This is an optimization exercise on Yosys and OpenROAD, whose aim is small area, a short achievable clock period and few clock cycles per item, not a production implementation.
The RTL was checked by simulation tests, not by an equivalence proof against the original design.
No activity file was given, so power comes from the tool's default toggle rates.

File: flow/run.sh
#!/bin/bash
# synth_recipe.tcl (not shown) runs the flow's synth.tcl, then flattens the netlist and writes it again
# the make line also repeats each setting of config.mk as NAME=value (left out here)
make -C /OpenROAD-flow-scripts/flow DESIGN_CONFIG=/design/flow/config.mk WORK_HOME=/design/flow/orfs CLKGATE_MAP_FILE= SYNTH_SCRIPT=/design/flow/synth_recipe.tcl finish
File: flow/config.mk
export PLATFORM = sky130hd
export DESIGN_NAME = miriscv_top
export DESIGN_NICKNAME = miriscv_top
export VERILOG_FILES = /design/flow/design.v
export SDC_FILE = /design/flow/constraint.sdc
export NUM_CORES = 4
export LEC_CHECK = 0
export CAP_MARGIN = 20
export CORE_MARGIN = 2
export CORE_UTILIZATION = 40
export SLEW_MARGIN = 20
File: flow/constraint.sdc
create_clock -name core_clock -period 12.0 [get_ports {clk_i}]
set_input_delay 2.4000 -clock core_clock [delete_from_list [all_inputs] [get_ports {clk_i}]]
set_output_delay 2.4000 -clock core_clock [all_outputs]
set_load 0.01 [all_outputs]
File: flow/design.v
module miriscv_gpr (
  input  logic        clk_i,
  input  logic        we_i,
  input  logic [4:0]  wa_i,
  input  logic [31:0] wd_i,
  input  logic [4:0]  ra1_i,
  input  logic [4:0]  ra2_i,
  output logic [31:0] rd1_o,
  output logic [31:0] rd2_o
);
  logic [31:0][31:0] regs;
  assign regs[0] = '0;
  for (genvar i = 1; i < 32; i++) begin : g_reg
    always_ff @(posedge clk_i) begin
      if (we_i && (wa_i == i)) regs[i] <= wd_i;
    end
  end
  assign rd1_o = regs[ra1_i];
  assign rd2_o = regs[ra2_i];
endmodule
module miriscv_mdu #(
  parameter int MUL_BITS = 4,
  parameter int DIV_BITS = 2
) (
  input  logic        clk_i,
  input  logic        arstn_i,
  input  logic        start_i,
  input  logic [2:0]  op_i,        
  input  logic [31:0] a_i,
  input  logic [31:0] b_i,
  input  logic        cancel_i,
  input  logic        ack_i,
  output logic        busy_o,      
  output logic        done_o,      
  output logic [31:0] result_o
);
  localparam logic [1:0] S_IDLE  = 2'd0;
  localparam logic [1:0] S_SETUP = 2'd1;
  localparam logic [1:0] S_ITER  = 2'd2;
  localparam logic [1:0] S_DONE  = 2'd3;
  localparam int MUL_STEPS = 32 / MUL_BITS;
  logic [1:0]  state_q;
  logic [2:0]  op_q;
  logic        neg_q;
  logic [5:0]  cnt_q;
  logic [31:0] x_q;    
  logic [31:0] y_q;    
  logic [31:0] z_q;    
  logic        is_div;
  logic        sa, sb, a_neg, b_neg, b_zero;
  logic [31:0] ua, ub;
  assign is_div = op_i[2];
  assign sa     = (op_i == 3'd1) | (op_i == 3'd2) | (op_i == 3'd4) | (op_i == 3'd6);
  assign sb     = (op_i == 3'd1) | (op_i == 3'd4) | (op_i == 3'd6);
  assign a_neg  = sa & a_i[31];
  assign b_neg  = sb & b_i[31];
  assign b_zero = (b_i == 32'd0);
  assign ua     = a_neg ? (32'd0 - a_i) : a_i;
  assign ub     = b_neg ? (32'd0 - b_i) : b_i;
  logic neg_start;
  always_comb begin
    unique case (op_i)
      3'd1, 3'd2: neg_start = a_neg ^ b_neg;
      3'd4:       neg_start = (a_neg ^ b_neg) & ~b_zero;
      3'd6:       neg_start = a_neg;
      default:    neg_start = 1'b0;
    endcase
  end
  function automatic logic [5:0] clz32(input logic [31:0] v);
    clz32 = 6'd32;
    for (int i = 0; i < 32; i++) begin
      if (v[i]) clz32 = 31 - i;
    end
  endfunction
  logic [5:0]  lz_r, lz_d;
  logic [5:0]  shamt;
  logic        q_zero;
  assign lz_r   = clz32(z_q);
  assign lz_d   = clz32(y_q);
  assign q_zero = (lz_r > lz_d);       
  assign shamt  = lz_d - lz_r;
  logic [31:0] div_r, div_d, div_q;
  always_comb begin
    logic [32:0] diff;
    diff  = '0;
    div_r = z_q;
    div_d = y_q;
    div_q = x_q;
    for (int j = 0; j < DIV_BITS; j++) begin
      if (j == 0 || cnt_q >= 6'(j)) begin
        diff = {1'b0, div_r} - {1'b0, div_d};
        if (!diff[32]) div_r = diff[31:0];
        div_q = {div_q[30:0], ~diff[32]};
        div_d = {1'b0, div_d[31:1]};
      end
    end
  end
  logic [32+MUL_BITS-1:0] mul_t;
  assign mul_t = {{MUL_BITS{1'b0}}, z_q} + (y_q * x_q[MUL_BITS-1:0]);
  always_ff @(posedge clk_i or negedge arstn_i) begin
    if (!arstn_i) begin
      state_q <= S_IDLE;
    end else if (start_i) begin
      state_q <= is_div ? S_SETUP : S_ITER;
    end else if (cancel_i || ack_i) begin
      state_q <= S_IDLE;
    end else begin
      unique case (state_q)
        S_SETUP: state_q <= ((y_q == 32'd0) || q_zero) ? S_DONE : S_ITER;
        S_ITER: begin
          if (op_q[2]) begin
            if (cnt_q < 6'(DIV_BITS)) state_q <= S_DONE;
          end else begin
            if (cnt_q == 6'd1) state_q <= S_DONE;
          end
        end
        default: ;
      endcase
    end
  end
  always_ff @(posedge clk_i) begin
    if (start_i) begin
      op_q  <= op_i;
      neg_q <= neg_start;
      if (is_div) begin
        z_q <= ua;
        y_q <= ub;
        x_q <= '0;
      end else begin
        z_q   <= '0;
        y_q   <= ua;
        x_q   <= ub;
        cnt_q <= 6'(MUL_STEPS);
      end
    end else begin
      unique case (state_q)
        S_SETUP: begin
          if (y_q == 32'd0) begin
            x_q <= '1;
          end else if (!q_zero) begin
            y_q   <= y_q << shamt;
            cnt_q <= shamt;
          end
        end
        S_ITER: begin
          if (op_q[2]) begin
            z_q   <= div_r;
            y_q   <= div_d;
            x_q   <= div_q;
            cnt_q <= cnt_q - 6'(DIV_BITS);
          end else begin
            z_q   <= mul_t[32+MUL_BITS-1:MUL_BITS];
            x_q   <= {mul_t[MUL_BITS-1:0], x_q[31:MUL_BITS]};
            cnt_q <= cnt_q - 6'd1;
          end
        end
        default: ;
      endcase
    end
  end
  logic [31:0] res_raw;
  logic        res_cin;
  always_comb begin
    unique case (op_q)
      3'd0:             res_raw = x_q;    
      3'd1, 3'd2, 3'd3: res_raw = z_q;    
      3'd4, 3'd5:       res_raw = x_q;    
      default:          res_raw = z_q;    
    endcase
    res_cin = (op_q[2] == 1'b0) ? (x_q == 32'd0) : 1'b1;
  end
  assign result_o = neg_q ? ((~res_raw) + {31'd0, res_cin}) : res_raw;
  assign busy_o   = (state_q != S_IDLE);
  assign done_o   = (state_q == S_DONE);
endmodule
module miriscv_top (
  input  logic        clk_i,
  input  logic        arstn_i,
  input  logic [31:0] boot_addr_i,
  input  logic        instr_rvalid_i,
  input  logic [31:0] instr_rdata_i,
  output logic        instr_req_o,
  output logic [31:0] instr_addr_o,
  input  logic        data_rvalid_i,
  input  logic [31:0] data_rdata_i,
  output logic        data_req_o,
  output logic        data_we_o,
  output logic [3:0]  data_be_o,
  output logic [31:0] data_addr_o,
  output logic [31:0] data_wdata_o
);
  localparam logic [6:0] OPC_LUI    = 7'b0110111;
  localparam logic [6:0] OPC_AUIPC  = 7'b0010111;
  localparam logic [6:0] OPC_JAL    = 7'b1101111;
  localparam logic [6:0] OPC_JALR   = 7'b1100111;
  localparam logic [6:0] OPC_BRANCH = 7'b1100011;
  localparam logic [6:0] OPC_LOAD   = 7'b0000011;
  localparam logic [6:0] OPC_STORE  = 7'b0100011;
  localparam logic [6:0] OPC_OPIMM  = 7'b0010011;
  localparam logic [6:0] OPC_OP     = 7'b0110011;
  localparam int R_SUM  = 0;
  localparam int R_SLT  = 1;
  localparam int R_SLTU = 2;
  localparam int R_XOR  = 3;
  localparam int R_OR   = 4;
  localparam int R_AND  = 5;
  localparam int R_SHL  = 6;
  localparam int R_SHR  = 7;
  localparam int R_B    = 8;
  localparam int R_N    = 9;
  logic        started_q;
  logic [31:0] pc_f_q;
  logic        d_valid_q;
  logic        d_hold_q;
  logic [31:0] d_hold_instr_q;
  logic [31:0] d_pc_q;
  logic        e_valid_q;
  logic        e_wb_q;
  logic [4:0]  e_rd_q;
  logic [31:0] e_a_q, e_b_q, e_c_q;
  logic [R_N-1:0] e_rsel_q;
  logic        e_sub_q;
  logic        e_sra_q;
  logic        e_branch_q, e_jal_q, e_jalr_q;
  logic [2:0]  e_f3_q;
  logic        e_load_q, e_store_q;
  logic        e_md_q;
  logic        m_valid_q;
  logic        m_wb_q;
  logic [4:0]  m_rd_q;
  logic [31:0] m_res_q;
  logic        m_load_q;
  logic [2:0]  m_f3_q;
  logic [1:0]  m_alo_q;
  logic [4:0]  u_rd_q;
  logic        need_q;
  logic        redirect;
  logic [31:0] redirect_pc;
  logic        stall_e;
  logic [31:0] e_result;
  logic [31:0] m_result;
  logic        m_write;
  logic        u_busy, u_done, u_wr, u_cancel, u_start;
  logic [31:0] u_result;
  logic [31:0] instr;
  assign instr = d_hold_q ? d_hold_instr_q : instr_rdata_i;
  logic [6:0] opc;
  logic [2:0] f3;
  logic [4:0] rs1, rs2, rd;
  assign opc = instr[6:0];
  assign f3  = instr[14:12];
  assign rs1 = instr[19:15];
  assign rs2 = instr[24:20];
  assign rd  = instr[11:7];
  logic is_lui, is_auipc, is_jal, is_jalr, is_branch, is_load, is_store, is_opimm, is_op, is_md;
  assign is_lui    = (opc == OPC_LUI);
  assign is_auipc  = (opc == OPC_AUIPC);
  assign is_jal    = (opc == OPC_JAL);
  assign is_jalr   = (opc == OPC_JALR);
  assign is_branch = (opc == OPC_BRANCH);
  assign is_load   = (opc == OPC_LOAD);
  assign is_store  = (opc == OPC_STORE);
  assign is_opimm  = (opc == OPC_OPIMM);
  assign is_op     = (opc == OPC_OP);
  assign is_md     = is_op & instr[25];
  logic use_rs1, use_rs2, d_wb;
  assign use_rs1 = ~(is_lui | is_auipc | is_jal);
  assign use_rs2 = is_op | is_branch | is_store;
  assign d_wb    = (is_lui | is_auipc | is_jal | is_jalr | is_load | is_opimm | is_op) & (rd != 5'd0);
  logic [31:0] imm_i, imm_s, imm_b, imm_u, imm_j;
  assign imm_i = {{20{instr[31]}}, instr[31:20]};
  assign imm_s = {{20{instr[31]}}, instr[31:25], instr[11:7]};
  assign imm_b = {{19{instr[31]}}, instr[31], instr[7], instr[30:25], instr[11:8], 1'b0};
  assign imm_u = {instr[31:12], 12'd0};
  assign imm_j = {{11{instr[31]}}, instr[31], instr[19:12], instr[20], instr[30:21], 1'b0};
  logic        rf_we;
  logic [4:0]  rf_wa;
  logic [31:0] rf_wd;
  logic [31:0] rf_rd1, rf_rd2;
  miriscv_gpr i_gpr (
    .clk_i ( clk_i  ),
    .we_i  ( rf_we  ),
    .wa_i  ( rf_wa  ),
    .wd_i  ( rf_wd  ),
    .ra1_i ( rs1    ),
    .ra2_i ( rs2    ),
    .rd1_o ( rf_rd1 ),
    .rd2_o ( rf_rd2 )
  );
  logic e_hit1, e_hit2, m_hit1, m_hit2;
  assign e_hit1 = e_valid_q & e_wb_q & (e_rd_q == rs1);
  assign e_hit2 = e_valid_q & e_wb_q & (e_rd_q == rs2);
  assign m_hit1 = m_valid_q & m_wb_q & (m_rd_q == rs1);
  assign m_hit2 = m_valid_q & m_wb_q & (m_rd_q == rs2);
  logic [31:0] rv1, rv2;
  assign rv1 = e_hit1 ? e_result : m_hit1 ? m_result : rf_rd1;
  assign rv2 = e_hit2 ? e_result : m_hit2 ? m_result : rf_rd2;
  logic e_late, hz1, hz2, uhz1, uhz2, hazard;
  assign e_late = e_valid_q & e_wb_q & (e_load_q | e_md_q);
  assign uhz1   = u_busy & (u_rd_q == rs1);
  assign uhz2   = u_busy & (u_rd_q == rs2);
  assign hz1    = use_rs1 & (rs1 != 5'd0) & ((e_late & (e_rd_q == rs1)) | uhz1);
  assign hz2    = use_rs2 & (rs2 != 5'd0) & ((e_late & (e_rd_q == rs2)) | uhz2);
  assign hazard = hz1 | hz2;
  logic d_stall;
  assign d_stall = d_valid_q & (hazard | stall_e);
  logic [31:0] pc_plus4_d;
  logic [31:0] pc_imm_d;
  assign pc_plus4_d = d_pc_q + 32'd4;
  assign pc_imm_d   = d_pc_q + (is_jal ? imm_j : imm_b);
  logic [31:0] d_a, d_b, d_c;
  always_comb begin
    if (is_lui)        d_a = 32'd0;
    else if (is_auipc) d_a = d_pc_q;
    else               d_a = rv1;
    if (is_op | is_branch | is_store) d_b = rv2;
    else if (is_jal | is_jalr)        d_b = pc_plus4_d;
    else if (is_lui | is_auipc)       d_b = imm_u;
    else                              d_b = imm_i;
    if (is_store)                d_c = imm_s;
    else if (is_branch | is_jal) d_c = pc_imm_d;
    else                         d_c = imm_i;
  end
  logic [R_N-1:0] d_rsel;
  logic           d_sub, d_sra;
  always_comb begin
    d_rsel = '0;
    d_sub  = 1'b0;
    d_sra  = instr[30];
    if (is_op | is_opimm) begin
      unique case (f3)
        3'b000: begin d_rsel[R_SUM] = 1'b1; d_sub = is_op & instr[30]; end
        3'b001: d_rsel[R_SHL]  = 1'b1;
        3'b010: begin d_rsel[R_SLT]  = 1'b1; d_sub = 1'b1; end
        3'b011: begin d_rsel[R_SLTU] = 1'b1; d_sub = 1'b1; end
        3'b100: d_rsel[R_XOR]  = 1'b1;
        3'b101: d_rsel[R_SHR]  = 1'b1;
        3'b110: d_rsel[R_OR]   = 1'b1;
        default: d_rsel[R_AND] = 1'b1;
      endcase
    end else if (is_jal | is_jalr) begin
      d_rsel[R_B] = 1'b1;
    end else begin
      d_rsel[R_SUM] = 1'b1;
      d_sub = is_branch;
    end
  end
  logic [31:0] alu_b, sum;
  logic        carry;
  assign alu_b        = e_sub_q ? ~e_b_q : e_b_q;
  assign {carry, sum} = {1'b0, e_a_q} + {1'b0, alu_b} + {32'd0, e_sub_q};
  logic eq, ltu, lt;
  assign eq  = (e_a_q == e_b_q);
  assign ltu = ~carry;
  assign lt  = (e_a_q[31] ^ e_b_q[31]) ? e_a_q[31] : sum[31];
  logic [31:0] sh_in, sh_out, shr, shl;
  logic        sh_fill;
  always_comb begin
    for (int i = 0; i < 32; i++) sh_in[i] = e_rsel_q[R_SHL] ? e_a_q[31-i] : e_a_q[i];
  end
  assign sh_fill = e_sra_q & e_a_q[31] & e_rsel_q[R_SHR];
  assign sh_out  = 32'($signed({sh_fill, sh_in}) >>> e_b_q[4:0]);
  assign shr     = sh_out;
  always_comb begin
    for (int i = 0; i < 32; i++) shl[i] = sh_out[31-i];
  end
  always_comb begin
    e_result = ({32{e_rsel_q[R_SUM]}}  & sum)
             | ({32{e_rsel_q[R_SLT]}}  & {31'd0, lt})
             | ({32{e_rsel_q[R_SLTU]}} & {31'd0, ltu})
             | ({32{e_rsel_q[R_XOR]}}  & (e_a_q ^ e_b_q))
             | ({32{e_rsel_q[R_OR]}}   & (e_a_q | e_b_q))
             | ({32{e_rsel_q[R_AND]}}  & (e_a_q & e_b_q))
             | ({32{e_rsel_q[R_SHL]}}  & shl)
             | ({32{e_rsel_q[R_SHR]}}  & shr)
             | ({32{e_rsel_q[R_B]}}    & e_b_q);
  end
  logic [31:0] addr;
  assign addr = e_a_q + e_c_q;
  logic taken;
  always_comb begin
    unique case (e_f3_q)
      3'b000:  taken = eq;
      3'b001:  taken = ~eq;
      3'b100:  taken = lt;
      3'b101:  taken = ~lt;
      3'b110:  taken = ltu;
      default: taken = ~ltu;
    endcase
  end
  assign redirect    = e_valid_q & ~stall_e & (e_jal_q | e_jalr_q | (e_branch_q & taken));
  assign redirect_pc = e_jalr_q ? {addr[31:1], 1'b0} : e_c_q;
  logic force_wb;
  assign m_write  = m_valid_q & m_wb_q;
  assign u_wr     = u_done & ~m_write;
  assign u_cancel = u_busy & ~u_wr & e_valid_q & e_wb_q & (e_rd_q == u_rd_q);
  assign force_wb = u_done & need_q & m_write;
  logic can_accept;
  assign can_accept = ~u_busy | u_wr | u_cancel;
  assign u_start    = e_valid_q & e_md_q & e_wb_q & can_accept;
  assign stall_e    = e_valid_q & ((e_md_q & e_wb_q & ~can_accept)
                                 | (force_wb & e_wb_q & ~e_md_q));
  miriscv_mdu i_mdu (
    .clk_i    ( clk_i    ),
    .arstn_i  ( arstn_i  ),
    .start_i  ( u_start  ),
    .op_i     ( e_f3_q   ),
    .a_i      ( e_a_q    ),
    .b_i      ( e_b_q    ),
    .cancel_i ( u_cancel ),
    .ack_i    ( u_wr     ),
    .busy_o   ( u_busy   ),
    .done_o   ( u_done   ),
    .result_o ( u_result )
  );
  logic [1:0] e_size;
  assign e_size       = e_f3_q[1:0];
  assign data_req_o   = e_valid_q & (e_load_q | e_store_q) & ~stall_e;
  assign data_we_o    = e_store_q;
  assign data_addr_o  = addr;
  always_comb begin
    unique case (e_size)
      2'b00:   data_be_o = 4'b0001 << addr[1:0];
      2'b01:   data_be_o = addr[1] ? 4'b1100 : 4'b0011;
      default: data_be_o = 4'b1111;
    endcase
    unique case (e_size)
      2'b00:   data_wdata_o = {4{e_b_q[7:0]}};
      2'b01:   data_wdata_o = {2{e_b_q[15:0]}};
      default: data_wdata_o = e_b_q;
    endcase
  end
  logic [15:0] ld_h;
  logic [7:0]  ld_b;
  logic [31:0] ld_data;
  assign ld_h = m_alo_q[1] ? data_rdata_i[31:16] : data_rdata_i[15:0];
  assign ld_b = m_alo_q[0] ? ld_h[15:8] : ld_h[7:0];
  always_comb begin
    unique case (m_f3_q[1:0])
      2'b00:   ld_data = {{24{~m_f3_q[2] & ld_b[7]}}, ld_b};
      2'b01:   ld_data = {{16{~m_f3_q[2] & ld_h[15]}}, ld_h};
      default: ld_data = data_rdata_i;
    endcase
  end
  assign m_result = m_load_q ? ld_data : m_res_q;
  assign rf_we = m_write | u_wr;
  assign rf_wa = m_write ? m_rd_q : u_rd_q;
  assign rf_wd = m_write ? m_result : u_result;
  assign instr_req_o  = started_q;
  assign instr_addr_o = redirect ? redirect_pc : pc_f_q;
  logic d_advance;
  assign d_advance = redirect | ~d_stall;
  always_ff @(posedge clk_i or negedge arstn_i) begin
    if (!arstn_i) begin
      started_q <= 1'b0;
      d_valid_q <= 1'b0;
      d_hold_q  <= 1'b0;
      e_valid_q <= 1'b0;
      m_valid_q <= 1'b0;
      need_q    <= 1'b0;
    end else begin
      started_q <= 1'b1;
      d_valid_q <= started_q;
      d_hold_q  <= ~d_advance;
      if (!stall_e) e_valid_q <= d_valid_q & ~hazard & ~redirect;
      m_valid_q <= e_valid_q & ~stall_e;
      need_q    <= u_busy & ~u_wr & ~u_cancel &
                   ((d_valid_q & ((use_rs1 & uhz1) | (use_rs2 & uhz2))) | (e_valid_q & e_md_q & e_wb_q));
    end
  end
  always_ff @(posedge clk_i) begin
    if (!started_q)     pc_f_q <= boot_addr_i;
    else if (d_advance) pc_f_q <= instr_addr_o + 32'd4;
    else                pc_f_q <= instr_addr_o;
    if (d_advance) begin
      d_pc_q <= instr_addr_o;
    end else begin
      d_hold_instr_q <= instr;
    end
    if (!stall_e) begin
      e_wb_q     <= d_wb;
      e_rd_q     <= rd;
      e_a_q      <= d_a;
      e_b_q      <= d_b;
      e_c_q      <= d_c;
      e_rsel_q   <= d_rsel;
      e_sub_q    <= d_sub;
      e_sra_q    <= d_sra;
      e_branch_q <= is_branch;
      e_jal_q    <= is_jal;
      e_jalr_q   <= is_jalr;
      e_f3_q     <= f3;
      e_load_q   <= is_load;
      e_store_q  <= is_store;
      e_md_q     <= is_md;
    end
    m_wb_q   <= e_wb_q & ~e_md_q;
    m_rd_q   <= e_rd_q;
    m_res_q  <= e_result;
    m_load_q <= e_load_q;
    m_f3_q   <= e_f3_q;
    m_alo_q  <= addr[1:0];
    if (u_start) u_rd_q <= e_rd_q;
  end
endmodule
==> notes.md <==
## worst paths after layout
kind                                     endpoint  slack, ps
max                              instr_addr_o[16]       3020
min                              m_load_q$_DFF_P_        450
max reg2reg                i_mdu.x_q[0]$_DFFE_PP_       3300
min reg2reg                      m_load_q$_DFF_P_        450
max in group asynchronous      d_hold_q$_DFF_PN0_       9950
min in group asynchronous     started_q$_DFF_PN0_       1590
## power groups by stage
| stage | clock [W] | sequential, W | combinational, W |
|---|---|---|---|
| detailed placement | 0 | 0.00707 | 0.0181 |
| CTS | 0.00477 | 0.00697 | 0.0183 |
| floorplan | 0 | 0.00671 | 0.0133 |
| finish | 0.00474 | 0.00700 | 0.0186 |
| global route | 0.00495 | 0.00702 | 0.0204 |
| global placement | 0 | 0.00706 | 0.0181 |
## sequential cells by signal, indices dropped and copies added, names as in the netlist, 6 cells and up
register / cells
d_pc_q: 32
e_b_q: 32
i_mdu.cnt_q: 6
m_res_q: 32
i_mdu.x_q: 32
pc_f_q: 32
e_a_q: 32
i_gpr.regs: 992
d_hold_instr_q: 32
i_mdu.y_q: 32
e_c_q: 32
e_rsel_q: 9
i_mdu.z_q: 32
## per-stage QoR
| stage | worst slack, ps | power [W] | cell area, sq um |
|---|---|---|---|
| after floorplan | 4910 | 0.0200 | 91000 |
| after global placement | 3360 | 0.0251 | 96700 |
| after detailed placement | 3270 | 0.0252 | 96700 |
| after CTS | 3010 | 0.0301 | 102000 |
| after global routing | 2810 | 0.0324 | 102000 |
| final | 3020 | 0.0303 | 102000 |
## per-layer routing
layer | track usage, % | vias up
li1 | - | 34220
met3 | 8.85 | 994
met2 | 47.4 | 5023
met1 | 40.6 | 38943
met4 | 19.1 | 10
met5 | 0 | -
## placed cells by master (no fill, tap or decap), types with 98 or more instances in the layout
cell type        count
a21oi_1            557
edfxtp_1          1289
nor2_1             483
clkbuf_16          150
nand2_1           1916
xnor2_1            237
a21o_1              98
and3_1             108
a311oi_1           192
mux4_2             264
inv_1              301
xor2_1             136
a31oi_1            141
o21ai_0            466
clkdlybuf4s50_1    199
buf_4              230
mux2i_1            197
ha_1               282
nand3_1            571
## cell families after synthesis
| group | Yosys count | synth area share (%) |
|---|---|---|
| other | 1 | 0.00412 |
| muxes | 542 | 9.70 |
| adders and majority gates | 380 | 6.03 |
| AOI/OAI and AO/OA | 2114 | 15.1 |
| xor gates and xnor gates | 376 | 3.62 |
| DFF | 1373 | 44.4 |
| and+or+nand+nor | 3547 | 16.9 |
| buffers and inverters | 1008 | 4.22 |
## cell type report
cell class,count,area (sq um),share of cell area [%]
inverter,313,1210,1.19
multi-input combinational,6960,47500,46.7
clock inverter,88,993,0.976
timing repair buffer,439,3900,3.83
sequential,1373,40400,39.7
antenna,12,30.0,0.0295
clock buffer,185,3930,3.86
tap,3009,3760,3.70
## critical path, cell delays in order (launching register included)
cell and delay, ps:
edfxtp_1 320, buf_4 390, inv_1 80, buf_4 280, ha_1 360, nor4_1 370, nand4_1 480, o211a_1 400
or4_4 490, nor4b_4 260, nor4b_2 100, and4b_1 350, nor2_2 380, buf_4 380, nor2_1 70, a31oi_1 350
clkdlybuf4s50_1 620
==> flow_summary_export.csv <==
group,metric,value,unit
place,place_inst,12092,
global_route,gr-total-overflow,0,
logic_synthesis,syn_area,0.0910,sq mm
hold_path,min_from,"e_load_q$_DFFE_PN_",
timing,drv_slew,0,
logic_synthesis,synth_edf_count,1289,
timing,final.setup.tns,0,ps
timing,slew_headroom,10.9,%
floorplanning,die_y,481,um
cts,cts-root-buf,"clkbuf_16",
timing,fin_skew,60.8,ps
cts,clock-sinks,1373,
logic_synthesis,async_flop_share,0.583,%
drt,drt_iter0_markers,10514,
cts,cts_tree,"built",
floorplanning,fp-row-count,175,
finish,fillers,21383,
worst_setup_path,startpoint_type,"flop",
place,globalplace.congestion,1.04,
place,dp_hpwl,254000,um
drt,met3_length,46100,um
cts,clock_latency,840,ps
finish,fin_util,44.9,%
drt,route.detailed.drc,0,
finish,stdcell_count,12379,
cts,numCtsBuffers,150,
hold_path,hold_path_depth,0,
timing,fmax,0.111,GHz
logic_synthesis,ys_types,99,
flow_run,maxCapViolCount,0,
global_route,antenna_found_initial,26,
logic_synthesis,synth_ff_type,"edfxtp_1",
timing,finalCritPeriodShare,74.8,%
floorplanning,core,0.227,sq mm
worst_setup_path,ff2ff_path_depth,31,
drt,viasPerCell,6.40,
floorplanning,boundaryPins,203,
cts,postCtsResizedCells,0,
worst_setup_path,crit_arrival,6580,ps
timing,tightest_slew,1320,ps
power_and_ir_drop,p_clk_share,15.6,%
power_and_ir_drop,worst_ir_drop_vdd,462,uV
timing,finalCriticalPeriod,8980,ps
global_route,grt_pass1_vias,75289,
logic_synthesis,ys_warn_count,3,
worst_setup_path,cp-startpoint,"e_b_q[1]$_DFFE_PN_",
power_and_ir_drop,intPower,0.0164,W
worst_setup_path,end_kind,"output pin",
drt,wl_met1,140000,um
logic_synthesis,ys_top_cells_by_count,"nand2_1, edfxtp_1, a21oi_1",
status,run_status,"complete, no violations",
worst_setup_path,path_max_fanout,33,
power_and_ir_drop,pwr-share-seq,23.1,%
timing,rsz0062_at_grt,"no",
hold_path,hold_class,"reg2reg",
logic_synthesis,syn-num-nets,9821,
logic_synthesis,syn_avg_cell_area,9.74,sq um
logic_synthesis,synth_most_common_cell,"nand2_1",
place,placement.io_buffers,200,
cts,cts.htree.levels,4,
worst_setup_path,crit_required,9600,ps
timing,finalSetupViolCount,0,
global_route,grt.total_usage,31.6,%
floorplanning,die_width,481,um
timing,holdWs,453,ps
logic_synthesis,synth_largest_area_cell,"edfxtp_1",
worst_setup_path,path_class,"reg2out",
logic_synthesis,synth_top_cell_area_share,42.5,%
power_and_ir_drop,leakage,37.1,nW
power_and_ir_drop,p_sw_share,46.1,%
cts,post_cts_buffers,0,
logic_synthesis,ys_top_cells_by_area,"edfxtp_1, nand2_1, mux4_2",
drt,drt-total-wl,376000,um
drt,top_layer_used,"met5",
logic_synthesis,ys_ff_latch,1373,
cts,cts.clk_slew.worst_paths,70,ps
finish,final_layout_size_suffix_gt1_share,10.1,%
floorplanning,die_area,0.231,sq mm
cts,ctsHoldBuffers,0,
timing,timing.final.hold_violations,0,
drt,vias,79190,
floorplanning,start_util,40.1,%
finish,syn2layout_area_growth,11.8,%
drt,dr_wl_met2,164000,um
global_route,grt_pass1_wl,534000,um
drt,dr.pass1.iters,7,
logic_synthesis,yosysSeqAreaShare,44.4,%
worst_setup_path,r2r-start,"i_mdu.y_q[8]$_DFFE_PP_",
logic_synthesis,syn_inst,9341,
finish,layout.nets,9717,
drt,postRouteAntennaNets,0,
power_and_ir_drop,p_per_area,298,mW/mm^2
global_route,grt_max_degree,152,
cts,cts_buffer_depth,3,
power_and_ir_drop,combPwrFrac,61.3,%
power_and_ir_drop,p_sw,0.0140,W
drt,routedWlPerCell,30.4,um
Testbench counts, summed over its fixed seeds: cycles 181,682, programs 80.

-- port drivers added, routing unchanged --
No port has a modelled driver above. Below, the same layout with a new extraction and two added sets of constraints.
Step 1, drivers: a clkbuf_16 drives clk_i and a buf_2 each remaining input, both assumed.
Step 2 adds t to the input delays and takes it off the output delays; t is the mean of the earliest and latest rising clock arrival at the registers after step 1. Input paths then give back, and output paths get back, about the clock's delay inside the block.
Three values: ideal, step 1, step 2; two values: the first two.
shift t [ns]: 0.907
setup slack, ns: 3.025 / 2.930 / 3.305
worst setup path at the end: register to register
After both steps setup and hold are still met in this run. The setup slack of this run moves by -0.095 ns with the drivers and by +0.280 ns with both steps.
